This is an optimization exercise on Yosys and OpenROAD, whose aim is small area and a short achievable clock period, not a production implementation.
Only simulation tests tie the RTL to the original design; equivalence was not proved.
The clock input has no modelled driver; a real chip could not lean on it and would need a root buffer or a full tree.

== before ==
## int8_mac_tree
module int8_mac_tree (
    input clk,  
    input reset,  
    input signed [7:0] in0,
    input signed [7:0] in1,
    input signed [7:0] in2,
    input signed [7:0] in3,
    input signed [7:0] in4,
    input signed [7:0] in5,
    input signed [7:0] in6,
    input signed [7:0] in7,
    input signed [7:0] in8,
    input signed [7:0] in9,
    input signed [7:0] in10,
    input signed [7:0] in11,
    input signed [7:0] in12,
    input signed [7:0] in13,
    input signed [7:0] in14,
    input signed [7:0] in15,
    output signed [31:0] out,
    output reg signed [15:0] prod0, prod1, prod2, prod3, prod4, prod5, prod6, prod7,
    output signed [17:0] sum_level2_0, sum_level2_1
);
    wire signed [15:0] p0, p1, p2, p3, p4, p5, p6, p7;
    multiplier_8bit mul0 (.A(in0),  .B(in1),  .P(p0));
    multiplier_8bit mul1 (.A(in2),  .B(in3),  .P(p1));
    multiplier_8bit mul2 (.A(in4),  .B(in5),  .P(p2));
    multiplier_8bit mul3 (.A(in6),  .B(in7),  .P(p3));
  ...
==> flow/config.mk <==
export PLATFORM = sky130hd
export DESIGN_NAME = int8_mac_tree
export DESIGN_NICKNAME = int8_mac_tree
export VERILOG_FILES = /design/flow/design.v
export SDC_FILE = /design/flow/constraint.sdc
export NUM_CORES = 4
export LEC_CHECK = 0
export CAP_MARGIN = 20
export CORE_MARGIN = 2
export CORE_UTILIZATION = 72
export PLACE_DENSITY = 0.75
export SLEW_MARGIN = 20
export SYNTH_HIERARCHICAL = 1
export SYNTH_MINIMUM_KEEP_SIZE = 0
==> flow/constraint.sdc <==
create_clock -name core_clock -period 12.0 [get_ports {clk}]
set_input_delay 2.4000 -clock core_clock [delete_from_list [all_inputs] [get_ports {clk}]]
set_output_delay 2.4000 -clock core_clock [all_outputs]
set_load 0.01 [all_outputs]
standard.sh (not shown) runs the stock make flow with config.mk's settings and CLKGATE_MAP_FILE= SYNTH_SCRIPT=/design/flow/synth_recipe.tcl, a recipe that flattens the netlist after the stock synthesis.
==> flow/flow/run.sh <==
#!/bin/bash
# Standard layout with three changes:
# - the port buffers are made from a plain buffer cell instead of the delay
#   buffer buffer_ports picks on its own;
# - timing repair aims at a setup slack of 6.1 ns;
# - after CTS, flow/mycts.tcl rebuilds the clock tree with two levels of
#   clkbuf_16 (the clock port drives four of them), see that file.
set -euo pipefail
export BUFFER_PORTS_ARGS="-buffer_cell sky130_fd_sc_hd__buf_1"
export POST_CTS_TCL="$PWD/flow/mycts.tcl"
bash standard.sh SETUP_SLACK_MARGIN=6.1 finish > standard.log 2>&1
==> flow/flow/mycts.tcl <==
# Replace the clock tree that CTS built with a two-level tree: the clock port
# drives four clkbuf_16 buffers directly, each of them drives the leaf clkbuf_16
# buffers of its group, and each leaf buffer feeds the flip-flops of one cluster.
# The clusters come from k-means on the flip-flop locations, then a capacitated
# reassignment so that every leaf drives about the same number of flip-flops
# (and every top buffer the same number of leaves), which keeps the skew small.
# Runs as the POST CTS step hook, inside ORFS cts.tcl.
# ORFS sources this file inside a procedure; run it at global level.
uplevel #0 {
set nleaf 8
if { [info exists ::env(MYCTS_LEAVES)] } { set nleaf $::env(MYCTS_LEAVES) }
set block [ord::get_db_block]
set db [ord::get_db]
set clknet [[$block findBTerm clk] getNet]
puts "mycts: clock port net [$clknet getName] with [llength [$clknet getITerms]] loads"
set bufmaster [$db findMaster sky130_fd_sc_hd__clkbuf_16]

# Walk the clock tree from the port: buffers to remove and the sinks they feed.
set sinks {}
set oldbufs {}
set oldnets {}
proc walk { net } {
  global sinks oldbufs oldnets
  foreach it [$net getITerms] {
    if { [$it isOutputSignal] } { continue }
    set inst [$it getInst]
    set m [[$inst getMaster] getName]
    if { [string match "sky130_fd_sc_hd__clkbuf_*" $m] || [string match "sky130_fd_sc_hd__buf_*" $m] } {
      lappend oldbufs $inst
      foreach ot [$inst getITerms] {
        if { [$ot isOutputSignal] && [$ot getNet] != "NULL" } {
          lappend oldnets [$ot getNet]
          walk [$ot getNet]
        }
      }
    } else {
      lappend sinks $it
    }
  }
}
walk $clknet
puts "mycts: [llength $oldbufs] clock buffers, [llength $sinks] sinks"
# Loads that drive nothing are CTS's dummy loads: removed with the tree.
set ffs {}
set dummies {}
foreach it $sinks {
  set inst [$it getInst]
  set m [[$inst getMaster] getName]
  if { [string match "sky130_fd_sc_hd__df*" $m] } {
    lappend ffs $it
    continue
  }
  foreach ot [$inst getITerms] {
    if { [$ot isOutputSignal] && [$ot getNet] != "NULL" } { error "mycts: unexpected clock sink $m" }
  }
  lappend dummies $inst
}
puts "mycts: [llength $ffs] flip-flops, [llength $dummies] dummy loads"
set sinks $ffs

# Sink locations (centre of the flip-flop).
set pts {}
foreach it $sinks {
  set bb [[$it getInst] getBBox]
  lappend pts [list [expr {([$bb xMin] + [$bb xMax]) / 2.0}] [expr {([$bb yMin] + [$bb yMax]) / 2.0}]]
}
proc kmeans { pts nk } {
  set n [llength $pts]
  set cx 0; set cy 0
  foreach p $pts { set cx [expr {$cx + [lindex $p 0]}]; set cy [expr {$cy + [lindex $p 1]}] }
  set cx [expr {$cx / $n}]; set cy [expr {$cy / $n}]
  set cent {}
  for {set k 0} {$k < $nk} {incr k} {
    set a [expr {2 * 3.14159265 * ($k + 0.5) / $nk}]
    lappend cent [list [expr {$cx + 30000 * cos($a)}] [expr {$cy + 30000 * sin($a)}]]
  }
  for {set iter 0} {$iter < 50} {incr iter} {
    set asg {}
    foreach p $pts {
      set best 0; set bd 1e30
      for {set k 0} {$k < $nk} {incr k} {
        set c [lindex $cent $k]
        set d [expr {abs([lindex $p 0] - [lindex $c 0]) + abs([lindex $p 1] - [lindex $c 1])}]
        if { $d < $bd } { set bd $d; set best $k }
      }
      lappend asg $best
    }
    set newc {}
    for {set k 0} {$k < $nk} {incr k} {
      set sx 0; set sy 0; set cnt 0
      foreach p $pts a $asg {
        if { $a == $k } { set sx [expr {$sx + [lindex $p 0]}]; set sy [expr {$sy + [lindex $p 1]}]; incr cnt }
      }
      if { $cnt > 0 } { lappend newc [list [expr {$sx / $cnt}] [expr {$sy / $cnt}]] } else { lappend newc [lindex $cent $k] }
    }
    set cent $newc
  }
  # Balance: capacitated greedy assignment by distance, then new centres.
  set cap [expr {int(ceil(double($n) / $nk))}]
  for {set iter 0} {$iter < 10} {incr iter} {
    set pairs {}
    set i 0
    foreach p $pts {
      for {set k 0} {$k < $nk} {incr k} {
        set c [lindex $cent $k]
        lappend pairs [list [expr {abs([lindex $p 0] - [lindex $c 0]) + abs([lindex $p 1] - [lindex $c 1])}] $i $k]
      }
      incr i
    }
    set pairs [lsort -real -index 0 $pairs]
    set asg [lrepeat $n -1]
    set cnt [lrepeat $nk 0]
    foreach pr $pairs {
      lassign $pr d i k
      if { [lindex $asg $i] >= 0 || [lindex $cnt $k] >= $cap } { continue }
      lset asg $i $k
      lset cnt $k [expr {[lindex $cnt $k] + 1}]
    }
    set newc {}
    for {set k 0} {$k < $nk} {incr k} {
      set sx 0; set sy 0; set c 0
      foreach p $pts a $asg {
        if { $a == $k } { set sx [expr {$sx + [lindex $p 0]}]; set sy [expr {$sy + [lindex $p 1]}]; incr c }
      }
      if { $c > 0 } { lappend newc [list [expr {$sx / $c}] [expr {$sy / $c}]] } else { lappend newc [lindex $cent $k] }
    }
    set cent $newc
  }
  return [list $cent $asg]
}
lassign [kmeans $pts $nleaf] cent asg
set ntop 4
lassign [kmeans $cent $ntop] tcent tasg

# Remove the old tree.
foreach it $sinks { $it disconnect }
foreach inst $dummies { odb::dbInst_destroy $inst }
foreach inst $oldbufs { odb::dbInst_destroy $inst }
foreach net $oldnets { odb::dbNet_destroy $net }

# Build the new one: the port drives the top buffers, each top buffer drives
# the leaf buffers of its group, each leaf buffer drives its flip-flops.
proc mkbuf { name c innet } {
  global block bufmaster
  set inst [odb::dbInst_create $block $bufmaster $name]
  set net [odb::dbNet_create $block "net_$name"]
  $net setSigType CLOCK
  $inst setLocation [expr {int([lindex $c 0])}] [expr {int([lindex $c 1])}]
  $inst setPlacementStatus PLACED
  [$inst findITerm A] connect $innet
  [$inst findITerm X] connect $net
  return $net
}
set topnets {}
for {set t 0} {$t < $ntop} {incr t} {
  lappend topnets [mkbuf "clktop_$t" [lindex $tcent $t] $clknet]
}
for {set k 0} {$k < $nleaf} {incr k} {
  set net [mkbuf "clkleaf_$k" [lindex $cent $k] [lindex $topnets [lindex $tasg $k]]]
  set cnt 0
  foreach it $sinks a $asg {
    if { $a == $k } { $it connect $net; incr cnt }
  }
  puts "mycts: leaf $k (top [lindex $tasg $k]) drives $cnt sinks"
}
detailed_placement
estimate_parasitics -placement

# Timing repair with the new tree, as cts.tcl does after CTS.
repair_timing_helper
detailed_placement
check_placement -verbose

}
Changes in after relative to before:
Settings: clearing PLACE_DENSITY, which used to be 0.75.
==> flow/flow/run.sh <==
#!/bin/bash
# Standard layout with three changes:
# - the port buffers are made from a plain buffer cell instead of the delay
#   buffer buffer_ports picks on its own;
# - timing repair aims at a setup slack of 6.2 ns;
# - after CTS, flow/mycts.tcl rebuilds the clock tree with two levels of
#   clkbuf_16 (the clock port drives four of them), see that file.
set -euo pipefail
export BUFFER_PORTS_ARGS="-buffer_cell sky130_fd_sc_hd__buf_1"
export POST_CTS_TCL="$PWD/flow/mycts.tcl"
bash standard.sh SETUP_SLACK_MARGIN=6.2 finish > standard.log 2>&1
--- a/flow/flow/mycts.tcl
+++ b/flow/flow/mycts.tcl
@@ -2,7 +2,4 @@
 # drives four clkbuf_16 buffers directly, each of them drives the leaf clkbuf_16
 # buffers of its group, and each leaf buffer feeds the flip-flops of one cluster.
-# The clusters come from k-means on the flip-flop locations, then a capacitated
-# reassignment so that every leaf drives about the same number of flip-flops
-# (and every top buffer the same number of leaves), which keeps the skew small.
 # Runs as the POST CTS step hook, inside ORFS cts.tcl.
 # ORFS sources this file inside a procedure; run it at global level.
@@ -96,35 +93,4 @@
     set cent $newc
   }
-  # Balance: capacitated greedy assignment by distance, then new centres.
-  set cap [expr {int(ceil(double($n) / $nk))}]
-  for {set iter 0} {$iter < 10} {incr iter} {
-    set pairs {}
-    set i 0
-    foreach p $pts {
-      for {set k 0} {$k < $nk} {incr k} {
-        set c [lindex $cent $k]
-        lappend pairs [list [expr {abs([lindex $p 0] - [lindex $c 0]) + abs([lindex $p 1] - [lindex $c 1])}] $i $k]
-      }
-      incr i
-    }
-    set pairs [lsort -real -index 0 $pairs]
-    set asg [lrepeat $n -1]
-    set cnt [lrepeat $nk 0]
-    foreach pr $pairs {
-      lassign $pr d i k
-      if { [lindex $asg $i] >= 0 || [lindex $cnt $k] >= $cap } { continue }
-      lset asg $i $k
-      lset cnt $k [expr {[lindex $cnt $k] + 1}]
-    }
-    set newc {}
-    for {set k 0} {$k < $nk} {incr k} {
-      set sx 0; set sy 0; set c 0
-      foreach p $pts a $asg {
-        if { $a == $k } { set sx [expr {$sx + [lindex $p 0]}]; set sy [expr {$sy + [lindex $p 1]}]; incr c }
-      }
-      if { $c > 0 } { lappend newc [list [expr {$sx / $c}] [expr {$sy / $c}]] } else { lappend newc [lindex $cent $k] }
-    }
-    set cent $newc
-  }
   return [list $cent $asg]
 }
Findings:
- Of after and before, after shows the lower final clock period utilization by the worst path, with before above it.
- Looking at sequential share of layout area, after sits 0.53 points below before.
- Sort after and before by remaining max-slew budget at the tightest pin, descending, and after comes first.
- On total placed instance area, before tracks after almost exactly.
No run of this note takes its clock network from TritonCTS; it comes from the design's own scripts or RTL.

==> afterwards: timing with drivers on the ports <==
In the flow no input, the clock included, has a driving cell. The finished layouts below were timed again as built, in two steps. Step 1, drivers: a clkbuf_16 drives clk and a buf_2 each remaining input, both assumed. Step 2 also shifts input and output timing later by t, the mid clock arrival at the registers, as if the neighbouring blocks saw the same clock. Slacks: ideal / step 1 / step 2; pairs: ideal / step 1.
run | t, ns | setup WS [ns] | hold WS [ns] | worst data-port slew with drivers (ns) | pins driven straight from the clock port
before | 0.383 | 6.196 / 6.114 / 5.886 | 0.790 / 0.790 / 0.790 | 0.04 | 4
after | 0.376 | 6.229 / 6.133 / 5.967 | 0.861 / 0.861 / 0.861 | 0.07 | 4
After both steps setup and hold are still met in every run listed. The setup slack of before, which loses most, moves by -0.082 ns with the drivers and by -0.310 ns with both steps.
